This is an optimization exercise on Yosys and OpenROAD, whose aim is small area, a short achievable clock period and few clock cycles per item, not a production implementation. Function was checked by simulation only, so behaviour that the tests miss may differ from the original.

before:
Design gcd, start of the top module:
module gcd(opa, opb, start, resetn, clk, result, done);
input wire [31:0] opa;
input wire [31:0] opb;
input wire start, resetn;
input wire clk;
output wire [31:0] result;
output wire done;
reg  [31:0] A, B;
reg  [4:0]  k;
reg         flag;        
reg         rest;        
reg         sc;          
reg         ys;          
reg         run_reg;
reg         done_reg;
reg         start_reg;
reg         first;       
wire done_now;
assign result = B;
assign done   = done_reg | done_now;
wire init  = start & ~start_reg & (~run_reg | done_now);
wire [31:0] X = sc ? 32'd0 : A;
wire [31:0] Y = ys ? B : 32'd0;
wire [31:0] xy_d;       
wire        xy_gt;      
wire        xy_same;    
absdiff ad0 (.x(X), .y(Y), .d(xy_d), .gt(xy_gt), .eq(xy_same));
wire [3:0] xl = X[4:1] ^ Y[4:1];
wire force1 = sc & (flag | ~A[0]);
wire [1:0] sh = force1 ? 2'd0 :
                xl[0] ? 2'd0 :
                xl[1] ? 2'd1 :
                xl[2] ? 2'd2 : 2'd3;
reg  [31:0] nA;
always @(*) begin
    case (sh)
        2'd0: nA = {1'b0, xy_d[31:1]};
        2'd1: nA = {2'b0, xy_d[31:2]};
        2'd2: nA = {3'b0, xy_d[31:3]};
        default: nA = {4'b0, xy_d[31:4]};
    endcase
end
wire nA0 = force1 ? B[1] : (|xl);           
wire swap   = sc | ~(xy_gt | xy_same);
wire finish = run_reg & ~rest & ~flag & xy_same;    
wire k1     = (k == 5'd1);
wire kz     = (k == 5'd0);
  ...
==> flow/config.mk <==
export PLATFORM = sky130hd
export DESIGN_NAME = gcd
export DESIGN_NICKNAME = gcd
export VERILOG_FILES = /design/flow/design.v
export SDC_FILE = /design/flow/constraint.sdc
export NUM_CORES = 4
export LEC_CHECK = 0
export ABC_AREA = 1
export CAP_MARGIN = 20
export CORE_MARGIN = 2
export CORE_UTILIZATION = 40
export CTS_BUF_LIST = sky130_fd_sc_hd__clkbuf_4 sky130_fd_sc_hd__clkbuf_8
export SLEW_MARGIN = 20
==> flow/constraint.sdc <==
create_clock -name core_clock -period 4.0 [get_ports {clk}]
set_input_delay 0.8000 -clock core_clock [delete_from_list [all_inputs] [get_ports {clk}]]
set_output_delay 0.8000 -clock core_clock [all_outputs]
set_load 0.01 [all_outputs]
standard.sh (not shown) runs the stock make flow with config.mk's settings and CLKGATE_MAP_FILE= SYNTH_SCRIPT=/design/flow/synth_recipe.tcl, a recipe that flattens the netlist after the stock synthesis.
==> flow/flow/run.sh <==
#!/bin/bash
# The standard layout, with two changes:
#  - the smallest buffer (buf_1) on every port;
#  - synthesis maps the logic with flow/abc.script (the standard synthesis
#    script otherwise unchanged: same passes, flattening and renaming).
set -e
export BUFFER_PORTS_ARGS="-buffer_cell sky130_fd_sc_hd__buf_1"
export FLOW_ABC_SCRIPT="$PWD/flow/abc.script"
{
  echo 'proc abc {args} {'
  echo '  set i [lsearch -exact $args -script]'
  echo '  if {$i >= 0} { lset args [expr {$i + 1}] $::env(FLOW_ABC_SCRIPT) }'
  echo '  yosys abc {*}$args'
  echo '}'
  cat synth_recipe.tcl
} > flow_synth.tcl
bash standard.sh SYNTH_SCRIPT="$PWD/flow_synth.tcl" finish > standard.log 2>&1
==> flow/flow/abc.script <==
strash
dch
map -B 0.5
topo
stime -c
buffer -c
upsize -c
dnsize -c
before ran to completion and came out clean on the timing, design-rule and antenna checks.
Testbench counts of before, summed over its fixed seeds: cycles 169,285, items 8,000.
For after, these inputs were changed with respect to before:
==> flow/flow/run.sh <==
#!/bin/bash
set -e
export BUFFER_PORTS_ARGS="-buffer_cell sky130_fd_sc_hd__buf_1"
bash standard.sh > standard.log 2>&1
removed: flow/flow/abc.script
Findings:
Taking before as the reference point, the fraction of final layout cells with drive strength greater than 1 of after falls by 1.8 points. Delta (after minus before): synthesized area lower; final HPWL from detailed placement now larger; transition time at the pin with the least slew margin shows an increase of 0.093 ns. Against before as the reference, after delivers a lower growth of design area from synthesis to finish. Delta (after minus before): met3 track demand over resource in global routing went down by 0.27 points; core utilization went down by 0.48 points.

## afterwards: timing with drivers on the ports
Ports are ideal in the flow. The routed layouts listed here were re-timed in OpenROAD. Step 1: set_driving_cell puts a clkbuf_16 on clk and a buf_2 on each other input, an assumption about the parent block. Step 2 also shifts input and output timing later by t, the mid clock arrival at the registers, as if the neighbouring blocks saw the same clock. Slacks: ideal ports / drivers / drivers and shift; pairs: ideal ports / drivers.
run | t, ns | setup WS [ns] | worst data-port slew with drivers (ns)
before | 0.415 | 0.338 / 0.338 / 0.338 | 0.03
after | 0.419 | 0.456 / 0.421 / 0.504 | 0.04
After both steps every run listed still meets setup and hold.
